Context: an optimization exercise on an open-source flow, tuned for small area and a short achievable clock period. The choices shown serve that exercise and are no tape-out recipe. The RTL was checked by simulation tests, not by an equivalence proof against the original design. Power and IR drop assume default switching activity. The clock port is modelled as an ideal driver; clocking choices that lean on that would not hold on a real chip.

==> flow/design.v <==
`timescale 1ns/1ps
module pic_buffer_v2 #(
    parameter DSIZE = 8,
    parameter IMAGE_WIDTH = 256,
    parameter IMAGE_LENGTH= 256,
    parameter BUFFER_SIZE = IMAGE_WIDTH*2+3
) (
    input               clk,
    input               rst_n,
    input               frame_start,
    input               shift,
    input  [DSIZE-1:0]  sr_in,
    output              rng_flag,
    output              sr_pixel_valid,
    output [DSIZE-1:0]  sr_pixel_0, sr_pixel_1, sr_pixel_2,
    output [DSIZE-1:0]  sr_pixel_3, sr_pixel_4, sr_pixel_5,
    output [DSIZE-1:0]  sr_pixel_6, sr_pixel_7, sr_pixel_8
);
localparam W     = IMAGE_WIDTH;
localparam NPOS  = IMAGE_WIDTH*IMAGE_LENGTH;       
localparam PSIZE = $clog2(NPOS);                   
localparam CW    = $clog2(IMAGE_WIDTH);            
localparam RW    = PSIZE - CW;                     
localparam OSIZE = $clog2(IMAGE_WIDTH+2);          
localparam PRE   = IMAGE_WIDTH+1;                  
localparam NS    = 2*W+2;
reg              valid;        
reg              vn;           
reg              rng;
reg [OSIZE-1:0]  oc;           
reg              init;         
reg              lastf;        
reg              bsf;          
reg [CW-1:0]     col;
reg [RW-1:0]     row;
reg              tt, bb, ll, rr;   
reg              at, ab, al, ar;   
wire adv  = !frame_start & init & (shift | bsf) & !lastf;
wire hold = !vn & !frame_start & !lastf & !(shift | bsf);
wire pre  = !frame_start & shift & !init;
wire row_top  = (row == {RW{1'b0}});
wire row_m1   = (row == {RW{1'b1}} - 1'b1);
wire row_last = (row == {RW{1'b1}});
wire col_m1   = (col[CW-1:1] == {(CW-1){1'b1}});      
wire col_m3   = (col == W-3);
always @(posedge clk, negedge rst_n) begin
    if (!rst_n) begin
        valid <= 1'b0;
        vn    <= 1'b1;
        oc    <= 'd0;
        init  <= 1'b0;
        rng   <= 1'b0;
        bsf   <= 1'b0;
        lastf <= 1'b0;
    end else begin
        rng <= oc[OSIZE-1] | (shift & rng);
        if (frame_start) begin
            oc   <= 'd0;
            init <= 1'b0;
        end else if (pre) begin
            oc   <= oc + 1'b1;
            init <= (oc == PRE-1);
        end
        valid <= adv | hold;
        vn    <= !(adv | hold);
        if (adv) begin
            bsf   <= !vn & (bsf | (row_m1 & col_m3));
            lastf <= ab & ar;
        end else if (!hold) begin
            bsf   <= 1'b0;
            lastf <= 1'b0;
        end
    end
end
always @(posedge clk) begin
    if (adv) begin
        if (!vn)
            {row, col} <= {row, col} + 1'b1;
        else
            {row, col} <= 'd0;
        {tt, bb, ll, rr} <= {at, ab, al, ar};
        if (!vn) begin
            at <= row_top & !col_m1;
            ab <= row_last | (row_m1 & col_m1);
            al <= ar;
            ar <= col_m3;
        end else begin
            at <= 1'b1;
            ab <= 1'b0;
            al <= 1'b0;
            ar <= 1'b0;
        end
    end else if (!hold) begin
        {at, ab, al, ar} <= 4'b1010;
    end
end
wire [DSIZE-1:0] din = shift ? sr_in : {DSIZE{1'b0}};
reg  [DSIZE*(W+1)-1:0]  sra;
reg  [DSIZE*(NS-W-2)-1:0] srb;
reg  [DSIZE-1:0]    p4, srn;
wire [DSIZE-1:0]    t_w1 = ~srn;    
always @(posedge clk) begin
    sra <= {sra[DSIZE*W-1:0], din};
    srn <= ~sra[DSIZE*(W+1)-1:DSIZE*W];
    p4  <= sra[DSIZE*(W+1)-1:DSIZE*W];
    srb <= {srb[DSIZE*(NS-W-3)-1:0], t_w1};
end
wire [DSIZE-1:0] n00 = srb[DSIZE*((2*W+1)-W-2)+DSIZE-1:DSIZE*((2*W+1)-W-2)], n01 = srb[DSIZE*((2*W)-W-2)+DSIZE-1:DSIZE*((2*W)-W-2)], n02 = srb[DSIZE*((2*W-1)-W-2)+DSIZE-1:DSIZE*((2*W-1)-W-2)];
wire [DSIZE-1:0] n10 = t_w1,        n11 = sra[DSIZE*(W)+DSIZE-1:DSIZE*(W)],   n12 = sra[DSIZE*(W-1)+DSIZE-1:DSIZE*(W-1)];
wire [DSIZE-1:0] n20 = sra[DSIZE*(1)+DSIZE-1:DSIZE*(1)],     n21 = sra[DSIZE*(0)+DSIZE-1:DSIZE*(0)],   n22 = din;
function [8*DSIZE-1:0] win;
    input t, b, l, r;
    input [DSIZE-1:0] a0, a1, a2, b0, b1, b2, c0, c1, c2;
    reg [DSIZE-1:0] r00, r01, r02, r20, r21, r22;
    begin
        r00 = t ? b0 : a0;  r01 = t ? b1 : a1;  r02 = t ? b2 : a2;
        r20 = b ? b0 : c0;  r21 = b ? b1 : c1;  r22 = b ? b2 : c2;
        win = { l ? r01 : r00, r01, r ? r01 : r02,
                l ? b1  : b0,       r ? b1  : b2,
                l ? r21 : r20, r21, r ? r21 : r22 };
    end
endfunction
wire nv = adv | hold;
wire nt = adv ? at : tt;
wire nb = adv ? ab : bb;
wire nl = adv ? al : ll;
wire nr = adv ? ar : rr;
wire [8*DSIZE-1:0] wn = win(nt, nb, nl, nr, n00, n01, n02, n10, n11, n12, n20, n21, n22);
reg [8*DSIZE-1:0] ow;
always @(posedge clk, negedge rst_n) begin
    if (!rst_n)
        ow <= 'd0;
    else
        ow <= {8*DSIZE{nv}} & wn;
end
assign rng_flag       = rng;
assign sr_pixel_valid = valid;
assign {sr_pixel_0, sr_pixel_1, sr_pixel_2, sr_pixel_3,
        sr_pixel_5, sr_pixel_6, sr_pixel_7, sr_pixel_8} = ow;
assign sr_pixel_4 = p4;
endmodule
==> flow/flow/run.sh <==
#!/bin/bash
# The standard layout, with two changes:
#  - after placement, each register that drives an output port is moved next
#    to that port's buffer and the placement is legalised again;
#  - clock tree synthesis without dummy loads on the leaf buffers.
set -euo pipefail
export CTS_ARGS="-sink_clustering_enable -repair_clock_nets -sink_clustering_size 36 -sink_clustering_max_diameter 60 -dont_use_dummy_load"
R=orfs/results/${FLOW_PLATFORM}/pic_buffer_v2/base
bash standard.sh place > place_flow.log 2>&1
MOVE_IN=$R/3_place.odb MOVE_OUT=$R/3_place_moved.odb \
  openroad -no_init -exit flow/move_out_regs.tcl > move_out_regs.log 2>&1
mv -f $R/3_place_moved.odb $R/3_place.odb
touch $R/3_place.odb $R/3_place.sdc
bash standard.sh > finish_flow.log 2>&1
==> flow/flow/move_out_regs.tcl <==
# Pull each register that drives an output port (through its port buffer and
# any repair buffers) next to that port buffer, then legalise. The registers'
# inputs have ample slack; their outputs are the critical paths.
set odb_in  $::env(MOVE_IN)
set odb_out $::env(MOVE_OUT)
read_db $odb_in
set block [ord::get_db_block]

proc driver_inst {net} {
  if {$net == "NULL"} { return "NULL" }
  foreach it [$net getITerms] {
    if {[$it isOutputSignal]} { return [$it getInst] }
  }
  return "NULL"
}
proc is_reg {inst} {
  return [string match "*__df*" [[$inst getMaster] getName]]
}
proc data_in_net {inst} {
  foreach it [$inst getITerms] {
    if {[$it isInputSignal]} { return [$it getNet] }
  }
  return "NULL"
}

set moved 0
foreach bt [$block getBTerms] {
  if {[$bt getIoType] != "OUTPUT"} { continue }
  set obuf [driver_inst [$bt getNet]]
  if {$obuf == "NULL"} { continue }
  set inst [driver_inst [data_in_net $obuf]]
  set hops 0
  while {$inst != "NULL" && ![is_reg $inst] && $hops < 3} {
    set inst [driver_inst [data_in_net $inst]]
    incr hops
  }
  if {$inst == "NULL" || ![is_reg $inst]} { continue }
  # only registers whose output goes nowhere else but towards this port
  set qn "NULL"
  foreach it [$inst getITerms] { if {[$it isOutputSignal] && [$it getNet] != "NULL"} { set qn [$it getNet] } }
  if {[llength [$qn getITerms]] > 2 && $hops == 0} { continue }
  set loc [$obuf getLocation]
  $inst setLocation [lindex $loc 0] [lindex $loc 1]
  incr moved
}
puts "moved $moved output registers"
if {[info exists ::env(CELL_PAD_IN_SITES_DETAIL_PLACEMENT)]} {
  set_placement_padding -global -left $::env(CELL_PAD_IN_SITES_DETAIL_PLACEMENT) -right $::env(CELL_PAD_IN_SITES_DETAIL_PLACEMENT)
}
detailed_placement
check_placement -verbose
write_db $odb_out
==> flow/standard.sh <==
#!/bin/bash
# synth_recipe.tcl (not shown) runs the flow's synth.tcl, then flattens the netlist and writes it again
# the make line also repeats each setting of config.mk as NAME=value (left out here)
make -C /OpenROAD-flow-scripts/flow DESIGN_CONFIG=/design/flow/config.mk WORK_HOME=/design/flow/orfs CLKGATE_MAP_FILE= SYNTH_SCRIPT=/design/flow/synth_recipe.tcl "${@:-finish}"
==> flow/config.mk <==
export PLATFORM = sky130hd
export DESIGN_NAME = pic_buffer_v2
export DESIGN_NICKNAME = pic_buffer_v2
export VERILOG_FILES = /design/flow/design.v
export SDC_FILE = /design/flow/constraint.sdc
export NUM_CORES = 4
export LEC_CHECK = 0
export CAP_MARGIN = 20
export CORE_MARGIN = 2
export CORE_UTILIZATION = 65
export CTS_CLUSTER_DIAMETER = 60
export CTS_CLUSTER_SIZE = 24
export PLACE_DENSITY = 0.75
export SETUP_SLACK_MARGIN = 2.4
export SLEW_MARGIN = 20
export SYNTH_MEMORY_MAX_BITS = 16384
==> flow/constraint.sdc <==
create_clock -name core_clock -period 4.6 [get_ports {clk}]
set_input_delay 0.9200 -clock core_clock [delete_from_list [all_inputs] [get_ports {clk}]]
set_output_delay 0.9200 -clock core_clock [all_outputs]
set_load 0.01 [all_outputs]
==> notes.md, run 1 <==
H-tree depth 4; DRC 0; critical-path cell list clkdlybuf4s15_2 > nor3b_4 > buf_4 > nand3_4 > and2_4 > mux2i_4 > nor2_2; reg-to-reg startpoint init; syn_area_per_cell 19.1 um^2; top-area cell type share of the netlist area 94.7%; vias in the first global route 28448; Max Cap Viol 0; worst reg2reg path endpoint ow[9]; Worst Setup Start Kind input pin; synth top area cells dfxtp_1 (95%), dfrtp_1 (2.2%), edfxtp_1 (0.69%); count leader, synth dfxtp_1; syn_nets 4576; Ports 86; Period minus WS final 2.31 ns; status timing/DRC/antenna clean; Worst Max-Slew Pin Slew 0.818 ns; Max Clock Freq 432 MHz; final period utilization 50.3%; Slew headroom 45.5%; Post-synth top cells dfxtp_1 (4124), dfrtp_1 (78), a21oi_1 (51); Overall Global Routing Usage 14.6%; clk_skew 0.0607 ns; Netlist cell types 47; Setup crit start frame_start; largest net degree at the start of global routing 80; Crit. End Element register; layout cells sized above 1 6.37%; Ys Warns 1; Initial Utilization 65.4%; largest fanout on the critical path 13; GPL Wtd Cong 0.768; pwr/cell area 556 nW/um^2; setup violators final 0; Longest Clk Path Bufs 3; Post-synth ARST share 1.87%; Synth Register Bits 4223; initial antenna violation count 8; Clock Root Buffer clkbuf_16; Critical Path Max Stage Delay 0.54 ns; Max stage delay cell, worst path nor2_2; setup tns final 0 ns; cell taking the most area after synthesis dfxtp_1; Post-Route WL 98200 um; VDD IR max 0.427 mV; P&R area growth vs syn 8.23%; TritonCTS clock tree done; WL/cell 14.9 um; Die Wd 370 um; Via density 4.31; R2R Setup Slk 2.34 ns; Iteration-0 DRC Markers 1585; CORE AREA 133000 um^2; Worst R2R Path Depth 6; HPWL Detailed 47800 um; Mapped Cells 4560; gr ovfl total 0; CTS Sinks 4223; later-pin clock latency in the skew report 0.79 ns; Hold Vio Cnt, Final 0; Pleak 37.8 nW; WP data required 5.20 ns; cts hold-fix bufs 0; CP Class input pin to register; synthesized area 87200 um^2; Via Count 28347; final-stage net count 4821; Hold Path Class input pin to asynchronous set/reset pin; DR pass1 iterations 4; cts bufs inserted 152; Tot Pwr 52.4 mW; # rows 134; Final ANT Viol Nets 0; Worst setup endpoint ow[9]; Final Max Tran Viols 0; die area 137000 um^2; Worst Path Arrival 2.91 ns; Worst-path clk slew 0.11 ns; Die Y 370 um; Post-synth EDFFs 20; IO Port Bufs 85; RSZ-0062 raised after global routing yes; Top FF cell, synth dfxtp_1; first-pass GRT wire length 157000 um; sequential area share after synthesis 97.7%
## sequential cells by signal, indices dropped and copies added (netlist names), 8 cells and up
register,cells
sra,2056
srb,2048
ow,64
oc,9
col,8
p4,8
row,8
srn,8
## cells by family after synthesis
family | after synthesis | synth area share (%)
multiplexers | 34 | 0.405
AND/OR/NAND/NOR | 140 | 0.779
XOR/XNOR | 19 | 0.191
AO/OA/AOI/OAI | 95 | 0.644
buffers and inverters | 45 | 0.267
adder cells (fa/ha/maj) | 4 | 0.0574
flip-flops | 4223 | 97.7
## worst max-delay path: cells and delay by family
family / cells / cell delay (ns)
AND/OR/NAND/NOR: 4 / 1.24
multiplexers: 1 / 0.23
buffers and inverters: 2 / 0.49
## placed cells by master (no fill, tap or decap), types with 5 or more instances in the layout
| master | instances |
|---|---|
| a21oi_1 | 48 |
| and2_1 | 10 |
| buf_2 | 29 |
| buf_4 | 19 |
| buf_6 | 47 |
| clkbuf_16 | 152 |
| clkdlybuf4s50_1 | 8 |
| dfrtp_1 | 78 |
| dfxtp_1 | 4120 |
| edfxtp_1 | 20 |
| inv_1 | 22 |
| mux2i_1 | 18 |
| mux2i_2 | 14 |
| nand2_1 | 40 |
| nand3_1 | 5 |
| nand4_1 | 8 |
| nor2_1 | 43 |
| nor3_1 | 6 |
| o22ai_1 | 25 |
| xor2_1 | 16 |
## area by class of cell
class	count	area [um^2]
sequential	4223	85100
fill	8091	38900
clock buffer	152	3800
tap	1768	2210
multi-input combinational	294	2090
timing repair buffer	108	988
inverter	26	116
antenna	1	2.50
## power breakdown
| group | internal, mW | total, mW | switching, mW |
|---|---|---|---|
| logic | 0.0350 | 0.104 | 0.0692 |
| registers | 36.8 | 36.8 | 0.0666 |
| clock network | 5.99 | 15.5 | 9.49 |
| total | 42.8 | 52.4 | 9.63 |
## per-layer routing
layer	GRT usage (%)	routed length [um]
met5	0	13
met4	4.49	2130
met3	2.97	3500
met2	19.7	37800
met1	23.6	54800
## metrics by stage
stage          hold slack, ns  std cells  instance area, um^2  setup slack [ns]  utilization, %
2_1_floorplan           0.310       4560                87300              2.16               -
3_3_place_gp            0.310       6396                90200             0.809            67.7
3_5_place_dp            0.312       6396                90200             0.739            67.7
4_1_cts                 0.275       6566                94200              2.27            70.6
5_1_grt                 0.212       6571                94400              2.27            70.8
6_report                0.200       6572                94400              2.29            70.8
## worst min path at each step
| stage | cells after the start | to | startpoint |
|---|---|---|---|
| floorplan | 0 | sra[1000] | sra[992] |
| global placement | 0 | srb[1960] | srb[1952] |
| detailed placement | 0 | sra[1045] | sra[1037] |
| CTS | 0 | srb[862] | srb[854] |
| global route | 1 | ow[41] | rst_n |
| finish | 1 | ow[30] | rst_n |
## timing repair
item	4_1_cts	5_1_grt
buffers inserted	16	5
cloned	2	0
pin swaps	6	3
resized for setup	391	28
endpoints found under the setup margin	143	95
==> inputs of run 2 (changes only) <==
--- a/flow/flow/run.sh
+++ b/flow/flow/run.sh
@@ -6,3 +6,3 @@
 set -euo pipefail
-export CTS_ARGS="-sink_clustering_enable -repair_clock_nets -sink_clustering_size 36 -sink_clustering_max_diameter 60 -dont_use_dummy_load"
+export CTS_ARGS="-sink_clustering_enable -repair_clock_nets -sink_clustering_size 28 -sink_clustering_max_diameter 60 -dont_use_dummy_load"
 R=orfs/results/${FLOW_PLATFORM}/pic_buffer_v2/base
--- a/flow/config.mk
+++ b/flow/config.mk
@@ -12,4 +12,4 @@
 export CTS_CLUSTER_SIZE = 24
-export PLACE_DENSITY = 0.75
-export SETUP_SLACK_MARGIN = 2.4
+export PLACE_DENSITY = 0.8
+export SETUP_SLACK_MARGIN = 2.1
 export SLEW_MARGIN = 20
==> run 2 against run 1 <==
  * Sequential power is essentially flat
  * Worst hold slack gained 0.0028 ns
  * Clock skew grew 0.035 ns
  * Die area is the same
  * Flip-flop and latch count is the same
  * Non-clock buffer count shrank 5
  * Critical path depth grew 4
  * Largest cell class unchanged
==> notes.md, run 2 <==
status timing/DRC/antenna clean; pwr/cell area 568 nW/um^2; commonest non-fill, non-tap cells in the layout dfxtp_1 (4124), clkbuf_16 (177), dfrtp_1 (78); Ys Warns 1; Post-synth ARST share 1.87%; # rows 134; Ports 86; Slew headroom 46.9%; cell taking the most area after synthesis dfxtp_1; Via Count 29042; synthesized area 87200 um^2; Overall Global Routing Usage 18.2%; Post-synth top cells dfxtp_1 (4124), dfrtp_1 (78), a21oi_1 (51); R2R Setup Slk 2.29 ns; Worst-path clk slew 0.10 ns; TritonCTS clock tree done; Final Cell Area 94900 um^2; Pleak 38.3 nW; layout cells sized above 1 4.98%; WL/cell 18.4 um; largest registers sra (2056), srb (2048), ow (64); CTS Sinks 4223; Worst Setup Start Kind input pin; RSZ-0062 raised after global routing yes; setup tns final 0 ns; die area 137000 um^2; fin cells 6590; Netlist cell types 47; WP data required 5.21 ns; Crit. End Element register; first-pass GRT wire length 190000 um; later-pin clock latency in the skew report 0.82 ns; Top reg by flops sra; IO Port Bufs 85; clk_skew 0.0960 ns; P&R area growth vs syn 8.83%; Period minus WS final 2.59 ns; cell total after placement 6402; vias in the first global route 31545; Mapped Cells 4560; largest fanout on the critical path 20; CORE AREA 133000 um^2; Iteration-0 DRC Markers 1640; Placed Area 90200 um^2; Max Cap Viol 0; max FFs per register 2056; DRC 0; Post-Route WL 121000 um; setup violators final 0; final-stage net count 4839; Final Max Tran Viols 0; reg-to-reg startpoint init; Worst Path Arrival 3.20 ns; Die Wd 370 um; Worst Max-Slew Pin Slew 0.796 ns; initial antenna violation count 14; H-tree depth 4; worst reg2reg path endpoint ow[18]; HPWL Detailed 55300 um; syn_nets 4576; commonest non-fill, non-tap cell in the layout dfxtp_1; count leader, synth dfxtp_1; Clock Root Buffer clkbuf_16; Tot Pwr 53.9 mW; Via density 4.41; Longest Clk Path Bufs 3; Hold Path Class input pin to asynchronous set/reset pin; Initial Utilization 65.4%; Synth Register Bits 4223; gr ovfl total 0; Max Clock Freq 387 MHz; largest net degree at the start of global routing 80; Final ANT Viol Nets 0; DR pass1 iterations 5; synth top area cells dfxtp_1 (95%), dfrtp_1 (2.2%), edfxtp_1 (0.69%); Worst R2R Path Depth 8; CP Class input pin to register; sequential area share after synthesis 97.7%; VDD IR max 0.489 mV; top-area cell type share of the netlist area 94.7%; GPL Wtd Cong 0.749; Die Y 370 um; cts hold-fix bufs 0; cts bufs inserted 177; Hold Vio Cnt, Final 0; Post-synth EDFFs 20; final period utilization 56.2%; syn_area_per_cell 19.1 um^2; Top FF cell, synth dfxtp_1
run 2: changes by cell type in the layout (fill, tap and decap cells not counted), sizes merged, moves of 2 or more:
cell / delta
buf: -78
dlygate4sd2: +66
clkdlybuf4s15: +5
clkbuf: +26
and2: -2
run 2: timing repair:
item,CTS,global route
pin swaps,4,4
setup buffers,5,5
endpoints found under the setup margin,138,34
resized for setup,135,15
run 2: per-layer routing:
metal / GRT usage (%) / routed length, um / vias to the layer above
met3: 4.68 / 5920 / 181
met4: 5.02 / 2470 / 10
li1: - / - / 14517
met5: 0 / 57 / -
met2: 27.6 / 53800 / 380
met1: 26.4 / 58900 / 13954
run 2: final cells by class:
cell class / instances / area (um^2)
Sequential cell: 4223 / 85100
Antenna cell: 1 / 2.50
Inverter: 26 / 121
Timing Repair Buffer: 103 / 948
Clock buffer: 177 / 4430
Tap cell: 1768 / 2210
Multi-Input combinational cell: 292 / 2030
Fill cell: 7477 / 38400
run 2: logic make-up after synthesis:
kind of cell	after synthesis	synth area share, %
DFF	4223	97.7
and+or+nand+nor	140	0.779
AOI/OAI and AO/OA	95	0.644
buffers and inverters	45	0.267
muxes	34	0.405
xor gates and xnor gates	19	0.191
adders and majority gates	4	0.0574
run 2: worst max path at each step:
stage / to / start / slack (ns)
floorplan: ow[6] / frame_start / 2.10
global placement: ow[47] / frame_start / 0.69
detailed placement: ow[41] / frame_start / 0.67
CTS: ow[18] / shift / 2.09
global route: ow[18] / shift / 1.98
finish: ow[18] / shift / 2.01
run 2: critical path, cell delays in order:
cell,delay (ns)
clkdlybuf4s50_1,0.42
buf_6,0.17
or2_4,0.27
nand2_4,0.12
clkinv_8,0.14
mux2i_1,0.14
buf_4,0.18
inv_2,0.15
nand2_1,0.08
buf_6,0.18
o22ai_4,0.38
run 2: power breakdown:
group | internal, mW | switching [mW] | total (mW) | leakage (nW)
Clock | 6.91 | 10.0 | 16.9 | 2.18
Combinational | 0.0334 | 0.0734 | 0.107 | 1.48
Sequential | 36.8 | 0.0766 | 36.8 | 34.6
Total | 43.7 | 10.2 | 53.9 | 38.3
run 2: metrics by stage:
| step | utilization, % | hold WS, ns | setup slack [ns] |
|---|---|---|---|
| after floorplan | - | 0.310 | 2.10 |
| after global placement | 67.7 | 0.310 | 0.691 |
| after detailed placement | 67.7 | 0.312 | 0.673 |
| after CTS | 71.1 | 0.269 | 2.09 |
| after global routing | 71.2 | 0.209 | 1.98 |
| final | 71.2 | 0.203 | 2.01 |
==> inputs of run 3 (changes only) <==
--- a/flow/config.mk
+++ b/flow/config.mk
@@ -7,2 +7,3 @@
 export LEC_CHECK = 0
+export ABC_AREA = 1
 export CAP_MARGIN = 20
@@ -13,3 +14,3 @@
 export PLACE_DENSITY = 0.8
-export SETUP_SLACK_MARGIN = 2.1
+export SETUP_SLACK_MARGIN = 2.4
 export SLEW_MARGIN = 20
==> run 3 against run 2 <==
  * Still clean on timing, DRC and antenna
  * Critical path type is now register to output port
  * First-iteration DRC count up 15%
  * Critical endpoint is now sr_pixel_6[1]
  * Cell count up 3.4%
  * Total power up 0.14%
  * Critical path depth down 10
  * Worst hold slack better by 0.063 ns
  * Sequential power about the same
  * Maximum frequency up 12%
  * Clock skew up 0.014 ns
  * Synthesized area up 0.63%
  * Register-to-register slack better by 0.34 ns
  * Utilization up 0.31 points
==> notes.md, run 3 <==
P&R area growth vs syn 9.03%; CP Class register to output port; final setup margin 2.29 ns; Mapped Cells 4771; largest fanout on the critical path 1; IO Port Bufs 85; Die Y 371 um; fin cells 6817; initial antenna violation count 14; synthesized area 87700 um^2; area occupied by multi-input gates 2290 um^2; top-area cell type share of the netlist area 94.1%; cts bufs inserted 177; clk_skew 0.110 ns; Tot Pwr 54.0 mW; DRC 0; cell total after placement 6606; largest registers sra (2056), srb (2048), ow (64); layout cells sized above 1 6.54%; Max Clock Freq 433 MHz; syn_area_per_cell 18.4 um^2; Crit. End Element output port; WL/cell 19.1 um; Placed Area 90700 um^2; VDD IR max 0.502 mV; Hold Vio Cnt, Final 0; final-stage net count 5067; count leader, synth dfxtp_1; Worst-path clk slew 0.10 ns; Max stage delay cell, worst path dfrtp_1; Worst Hold Path EP sra[1954]; critical-path cell list buf_6; later-pin clock latency in the skew report 0.84 ns; Post-synth ARST share 1.87%; Post-Route WL 130000 um; Top reg by flops sra; commonest non-fill, non-tap cell in the layout dfxtp_1; commonest non-fill, non-tap cells in the layout dfxtp_1 (4118), clkbuf_16 (178), nand2_1 (159); Seq. cell area 85100 um^2; HPWL Detailed 58500 um; Via Count 30302; first-pass GRT wire length 202000 um; sequential area share after synthesis 97.0%; setup tns final 0 ns; Iteration-0 DRC Markers 1878; Setup crit start ow[17]; worst reg2reg path endpoint ow[20]; cell taking the most area after synthesis dfxtp_1; max FFs per register 2056; die area 138000 um^2; Post-synth top cells dfxtp_1 (4124), nand2_1 (163), nand3_1 (114); Longest Clk Path Bufs 3; Slew headroom 48.2%; CORE AREA 134000 um^2; Top FF cell, synth dfxtp_1; syn_nets 4787; pwr/cell area 564 nW/um^2; GPL Wtd Cong 0.766; setup violators final 0; Max Cap Viol 0; Final ANT Viol Nets 0; vias in the first global route 32795; final core utilization 71.5%; Clock Root Buffer clkbuf_16; Critical Path Max Stage Delay 0.43 ns; Ports 86; gr ovfl total 0; CP top delay family flip-flops; Pleak 38.5 nW; synth top area cells dfxtp_1 (94%), dfrtp_1 (2.2%), nand2_1 (0.70%); Netlist cell types 28; RSZ-0062 raised after global routing yes; hold path depth 0; Final Max Tran Viols 0; pre-CTS setup slack 1.01 ns; Worst Max-Slew Pin Slew 0.772 ns; WP data required 3.68 ns; TritonCTS clock tree done; H-tree depth 4; Via density 4.45; CTS Sinks 4223; Synth Register Bits 4223; Ys Warns 1; critical path depth 1; ANT cells 0; Initial Utilization 65.6%; Final Cell Area 95700 um^2; status timing/DRC/antenna clean; Hold Crit Start sra[1946]; worst hold slack 0.266 ns; Overall Global Routing Usage 19.5%; Fillers 7543; Worst Path Arrival 1.39 ns; # rows 134; worst path bufs/invs 1; Worst R2R Path Depth 9; largest net degree at the start of global routing 50; final period utilization 50.2%; DR pass1 iterations 5; Hold Path Class register to register; reg-to-reg startpoint vn; Die Wd 371 um; Period minus WS final 2.31 ns; Worst Setup Start Kind register; Post-synth EDFFs 20; R2R Setup Slk 2.63 ns
[run 3: where the power goes]
group	internal (mW)	leakage [nW]	switching, mW	total (mW)
combinational	0.0306	1.70	0.0719	0.102
sequential	36.8	34.6	0.0775	36.8
clock	6.91	2.18	10.1	17.0
[run 3: final cells by class]
| type | count | area share [%] |
|---|---|---|
| Clock buffer | 177 | 4.63 |
| Inverter | 93 | 0.379 |
| Multi-Input combinational cell | 436 | 2.39 |
| Sequential cell | 4223 | 89.0 |
| Tap cell | 1768 | 2.31 |
| Timing Repair Buffer | 120 | 1.26 |
[run 3: cells by family after synthesis]
group,count (synthesis),share of synthesized area (%)
buf+inv,115,0.548
simple gates,350,1.89
compound gates,78,0.454
xor+xnor,1,0.00998
fa+ha+maj,4,0.0570
flops,4223,97.0
[run 3: worst max path at each step]
stage	endpoint	slack, ns
6_report	sr_pixel_6[1]	2.29
3_5_place_dp	ow[23]	1.01
2_1_floorplan	al	2.53
4_1_cts	sr_pixel_2[6]	2.21
3_3_place_gp	ow[59]	1.01
5_1_grt	sr_pixel_2[6]	2.22
[run 3: layer usage]
layer	up-vias	global-route usage (%)	wire [um]
met5	-	0	14
met4	2	5.65	3050
met3	190	3.11	4130
met2	412	31.2	60800
met1	14555	27.8	61900
li1	15143	-	-
[run 3: timing repair]
item                                    CTS  global route
endpoints found under the setup margin  157           131
pin swaps                                 8             6
resized for setup                       403            29
gates cloned                              3             1
hold endpoints to repair                  8             0
hold buffers                              1             0
buffers inserted                         18            11
==> inputs of run 4 (changes only) <==
--- a/flow/config.mk
+++ b/flow/config.mk
@@ -7,3 +7,2 @@
 export LEC_CHECK = 0
-export ABC_AREA = 1
 export CAP_MARGIN = 20
==> run 4 against run 3 <==
  * Global-route usage is 1.5 points lower
  * Worst hold slack worse by 0.065 ns
  * Maximum frequency is 1.3% higher
  * Still clean
  * Setup slack better by 0.029 ns
  * Critical path type unchanged
  * Largest power group unchanged
  * Synthesized cell count is 4.4% lower
  * Register-to-register slack worse by 0.14 ns
  * Highest routed layer unchanged
  * Utilization is 0.15 points lower
  * Largest cell class unchanged
  * Synthesized area is 0.63% lower
==> notes.md, run 4 <==
count leader, synth dfxtp_1; Worst Max-Slew Pin Slew 0.827 ns; Mapped Cells 4560; Fillers 7450; Pleak 38.2 nW; Hold Vio Cnt, Final 0; WL/cell 18.1 um; largest registers sra (2056), srb (2048), ow (64); H-tree depth 4; reg-to-reg startpoint lastf; TritonCTS clock tree done; GPL Wtd Cong 0.757; Post-Route WL 119000 um; IO Port Bufs 85; Max stage delay cell, worst path dfrtp_1; Via Count 29300; Hold Path Class input pin to asynchronous set/reset pin; ANT cells 0; CP top delay family flip-flops; Period minus WS final 2.28 ns; CTS Sinks 4223; status timing/DRC/antenna clean; Slew headroom 44.9%; syn_area_per_cell 19.1 um^2; Max Clock Freq 439 MHz; Ports 86; initial antenna violation count 8; Critical Path Max Stage Delay 0.41 ns; first-pass GRT wire length 189000 um; Final Max Tran Viols 0; setup violators final 0; Post-synth EDFFs 20; final setup margin 2.32 ns; Seq. cell area 85100 um^2; sequential area share after synthesis 97.7%; Synth Register Bits 4223; synthesized area 87200 um^2; max FFs per register 2056; Initial Utilization 65.4%; pwr/cell area 566 nW/um^2; Final ANT Viol Nets 0; Worst R2R Path Depth 6; layout cells sized above 1 7.03%; Setup crit start ow[5]; worst path bufs/invs 1; setup tns final 0 ns; commonest non-fill, non-tap cell in the layout dfxtp_1; CORE AREA 133000 um^2; DR pass1 iterations 5; DRC 0; top-area cell type share of the netlist area 94.7%; later-pin clock latency in the skew report 0.80 ns; Max Cap Viol 0; critical-path cell list buf_6; CP Class register to output port; Top reg by flops sra; commonest non-fill, non-tap cells in the layout dfxtp_1 (4118), clkbuf_16 (177), dfrtp_1 (77); Tot Pwr 53.9 mW; largest fanout on the critical path 1; die area 137000 um^2; Longest Clk Path Bufs 3; largest net degree at the start of global routing 80; final-stage net count 4853; RSZ-0062 raised after global routing yes; Die Y 370 um; R2R Setup Slk 2.49 ns; cell total after placement 6396; Iteration-0 DRC Markers 1865; HPWL Detailed 53500 um; worst reg2reg path endpoint ow[19]; pre-CTS setup slack 0.865 ns; cell taking the most area after synthesis dfxtp_1; Crit. End Element output port; Die Wd 370 um; Ys Warns 1; # rows 134; syn_nets 4576; Clock Root Buffer clkbuf_16; clk_skew 0.0666 ns; vias in the first global route 31370; Netlist cell types 47; WP data required 3.68 ns; Post-synth top cells dfxtp_1 (4124), dfrtp_1 (78), a21oi_1 (51); Worst Setup Start Kind register; cts hold-fix bufs 0; gr ovfl total 0; final period utilization 49.5%; P&R area growth vs syn 9.07%; Post-synth ARST share 1.87%; VDD IR max 0.393 mV; Via density 4.44; synth top area cells dfxtp_1 (95%), dfrtp_1 (2.2%), edfxtp_1 (0.69%); Worst-path clk slew 0.10 ns; Worst Path Arrival 1.36 ns; Top FF cell, synth dfxtp_1; cts bufs inserted 177; fin cells 6603; Overall Global Routing Usage 18.0%; area occupied by multi-input gates 2140 um^2
==> run 4: cell families after synthesis <==
group	after synthesis	share of synthesized area (%)
flip-flops	4223	97.7
AND/OR/NAND/NOR	140	0.779
AO/OA/AOI/OAI	95	0.644
buffers and inverters	45	0.267
multiplexers	34	0.405
XOR/XNOR	19	0.191
adder cells (fa/ha/maj)	4	0.0574
==> run 4: how the worst max path moves through the flow <==
stage                                to  slack [ns]  cells past startpoint
after floorplan                   ow[5]        2.16                      7
after global placement           ow[47]        0.92                      7
after detailed placement         ow[47]        0.86                      7
after CTS                 sr_pixel_8[5]        2.25                      1
after global routing      sr_pixel_8[5]        2.25                      1
final                     sr_pixel_8[5]        2.32                      1
==> run 4: per-stage QoR <==
step / cell area [um^2] / hold slack [ns] / utilization, %
5_1_grt: 95100 / 0.210 / 71.3
4_1_cts: 94900 / 0.288 / 71.2
6_report: 95100 / 0.201 / 71.3
3_5_place_dp: 90200 / 0.312 / 67.7
3_3_place_gp: 90200 / 0.309 / 67.7
2_1_floorplan: 87300 / 0.310 / -
==> run 4: cell type report <==
cell class	instances	area share, %
sequential	4223	89.5
clock buffer	177	4.66
tap	1768	2.33
multi-input combinational	296	2.25
timing repair buffer	112	1.07
inverter	26	0.141
timing repair inverter	1	0.00921
==> run 4: what timing repair did <==
action,in CTS,in global routing
gates cloned,5,1
gates resized for setup,408,24
pin swaps,6,6
endpoints found under the setup margin,143,116
buffers inserted,14,10
==> run 4: routing by layer <==
| layer | global-route usage [%] | share of wire [%] |
|---|---|---|
| met5 | 0 | 0.0067 |
| met4 | 5.64 | 2.5 |
| met3 | 3.52 | 4.2 |
| met2 | 27.0 | 44 |
| met1 | 26.7 | 49 |
==> run 4: power by group <==
| group | total, mW | switching, mW | internal (mW) |
|---|---|---|---|
| Combinational | 0.112 | 0.0772 | 0.0348 |
| Sequential | 36.8 | 0.0763 | 36.8 |
| Clock | 16.9 | 9.99 | 6.91 |

re-timing with driven ports:
No port has a modelled driver above. Below, the same layouts with a new extraction and two added sets of constraints. Step 1: set_driving_cell puts a clkbuf_16 on clk and a buf_2 on each other input, an assumption about the parent block. Step 2 adds t to the input delays and takes it off the output delays; t is the mean of the earliest and latest rising clock arrival at the registers after step 1. Input paths then give back, and output paths get back, about the clock's delay inside the block. Slacks: ideal ports / drivers / drivers and shift; pairs: ideal ports / drivers.
run | t, ns | setup slack, ns | hold WS [ns] | worst register clock-pin slew, ns | cell pins on the clock port's net
run 1 | 0.831 | 2.287 / 2.277 / 1.470 | 0.200 / 0.169 / 0.280 | 0.12 / 0.12 | 1
run 2 | 0.851 | 2.014 / 2.058 / 1.207 | 0.203 / 0.170 / 0.270 | 0.12 / 0.12 | 1
run 3 | 0.852 | 2.293 / 2.221 / 1.615 | 0.266 / 0.266 / 0.266 | 0.12 / 0.12 | 1
run 4 | 0.858 | 2.322 / 2.246 / 1.708 | 0.201 / 0.164 / 0.280 | 0.12 / 0.12 | 1
After both steps setup and hold are still met in every run listed. The setup slack of run 1, which loses most, moves by -0.010 ns with the drivers and by -0.817 ns with both steps.
